Context: an optimization exercise on an open-source flow, tuned for small area. The choices shown serve that exercise and are no tape-out recipe. RTL that was checked went through simulation tests only; none was proved equivalent to the original. Power is estimated from default activity; no workload was simulated.

==> flow/design.v (excerpt) <==
module KF6845 (
    input   logic           clock,
    input   logic           video_clock_enable,
    input   logic           reset,
    input   logic           CS_N,
    input   logic           RS,
    input   logic           ENABLE,
    input   logic           R_OR_W,
    input   logic   [7:0]   D_IN,
    output  logic   [7:0]   D_OUT,
    input   logic           LPSTB,
    output  logic           CURSOR,
    output  logic           HSYNC,
    output  logic           VSYNC,
    output  logic   [4:0]   RA,
    output  logic   [13:0]  MA,
    output  logic           DE
);
Size in the first run: about 990 cells after synthesis, roughly 220 flip-flops, about 47 I/O pins, roughly 0.0098 sq mm of cells after synthesis.
==> flow/config.mk <==
export PLATFORM = sky130hd
export DESIGN_NAME = KF6845
export DESIGN_NICKNAME = KF6845
export VERILOG_FILES = /design/flow/design.v
export SDC_FILE = /design/flow/constraint.sdc
export NUM_CORES = 4
export LEC_CHECK = 0
export ABC_AREA = 1
export CAP_MARGIN = 20
export CORE_MARGIN = 2
export CORE_UTILIZATION = 70
export PLACE_DENSITY = 0.85
export SLEW_MARGIN = 20
==> flow/constraint.sdc <==
create_clock -name core_clock -period 5.0 [get_ports {clock}]
set_input_delay 1.0000 -clock core_clock [delete_from_list [all_inputs] [get_ports {clock}]]
set_output_delay 1.0000 -clock core_clock [all_outputs]
set_load 0.01 [all_outputs]
standard.sh (not shown) runs the stock make flow with config.mk's settings and CLKGATE_MAP_FILE= SYNTH_SCRIPT=/design/flow/synth_recipe.tcl, a recipe that flattens the netlist after the stock synthesis.
==> flow/flow/run.sh <==
#!/bin/bash
# Own layout flow: the standard flow (standard.sh's make command and
# settings), with
#  - synthesis mapping the logic with an area-oriented abc script
#    (flow/abc_area.script, through flow/mysynth.tcl),
#  - the port buffers made of the smallest buffer cell,
#  - clock tree synthesis without dummy loads.
# Each step's full output is in orfs/logs/...; make's output is in make.log.
set -euo pipefail
HERE=$(pwd)
export MY_ABC_SCRIPT=$HERE/flow/abc_area.script
export BUFFER_PORTS_ARGS="-buffer_cell sky130_fd_sc_hd__buf_1"
export CTS_ARGS="-sink_clustering_enable -repair_clock_nets -sink_clustering_size 18 -sink_clustering_max_diameter 55 -buf_list sky130_fd_sc_hd__clkbuf_8 -dont_use_dummy_load"
sed "s#SYNTH_SCRIPT=[^ ]*#SYNTH_SCRIPT=$HERE/flow/mysynth.tcl#" standard.sh > my_standard.sh
grep -q "SYNTH_SCRIPT=$HERE/flow/mysynth.tcl" my_standard.sh
bash my_standard.sh finish > make.log 2>&1
test -f out/final.def
==> flow/flow/abc_area.script <==
strash
dc2
dch -f
amap
strash
dc2
dch -f
amap
topo
==> flow/flow/mysynth.tcl <==
# The standard synthesis (synth_recipe.tcl), with one change: abc maps the
# combinational logic with the script in MY_ABC_SCRIPT instead of ORFS's.
# Flip-flop mapping, register names, flattening and renaming are unchanged.
proc synth {args} { yosys synth -nofsm -noshare {*}$args }
proc abc {args} {
  set i [lsearch -exact $args -script]
  if { $i >= 0 } { set args [lreplace $args $i [expr {$i+1}] -script $::env(MY_ABC_SCRIPT)] }
  set j [lsearch -exact $args -D]
  if { $j >= 0 } { set args [lreplace $args $j [expr {$j+1}]] }
  yosys abc {*}$args
}
source $::env(SCRIPTS_DIR)/synth.tcl
# left out here: clear keep_hierarchy, flatten, clean up, hide names made inside functions, write 1_2_yosys.v
==> next run, changes <==
--- a/flow/design.v
+++ b/flow/design.v
@@ -289,21 +289,12 @@
             light_pen       <= 14'h0;
         end
         else if (video_clock_enable) begin
             prev_lpstb      <= LPSTB;
             if (LPSTB & ~prev_lpstb)
                 light_pen   <= MA;
         end
     end
-    always_comb begin
-        if (read_cycle && (address == 5'h0E))
-            D_OUT   = {2'b00, cursor_address[13:8]};
-        else if (read_cycle && (address == 5'h0F))
-            D_OUT   = cursor_address[7:0];
-        else if (read_cycle && (address == 5'h10))
-            D_OUT   = {2'b00, light_pen[13:8]};
-        else if (read_cycle && (address == 5'h11))
-            D_OUT   = light_pen[7:0];
-        else
-            D_OUT   = 8'hFF;
-    end
+    wire            read_valid  = read_cycle & ((address[4:1] == 4'b0111) | (address[4:1] == 4'b1000));
+    wire    [13:0]  read_source = address[4] ? light_pen : cursor_address;
+    assign  D_OUT   = ~read_valid ? 8'hFF : address[0] ? read_source[7:0] : {2'b00, read_source[13:8]};
 endmodule
The new run passed the timing, design-rule and antenna checks.
Sequential share of layout area does not change.
Worst setup slack improves by 0.13 ns.
Core utilization grows by 0.30 points.
Combinational power climbs by 5.9%.
Design area stays the same.
Wire length climbs by about 1.3%.
Final cell count drops by 0.48%.
Power rises by 1.9%.
Non-clock buffer count drops by 4.
Clock-buffer cell count is unchanged.
No functional check of the RTL was part of the second run of this note.

what the ideal ports hide:
How much do the figures lean on ideal ports? The routed layouts below were timed once more, with nothing changed but the port constraints. Step 1, drivers: a clkbuf_16 drives clock and a buf_2 each remaining input, both assumed. Step 2, shift: input delay + t, output delay - t, t = (earliest + latest rising clock arrival at the registers) / 2. This alone moves slack from input paths to output paths. a / b / c = ideal / step 1 / step 2; a / b = the first two.
run | shift t [ns] | setup slack, ns | hold WS [ns] | worst setup path at the end
the first run | 0.531 | 0.505 / 0.465 / 0.539 | 0.463 / 0.463 / 0.463 | register to register
the second run | 0.536 | 0.633 / 0.630 / 0.633 | 0.477 / 0.477 / 0.477 | register to register
After both steps every run listed still meets setup and hold.
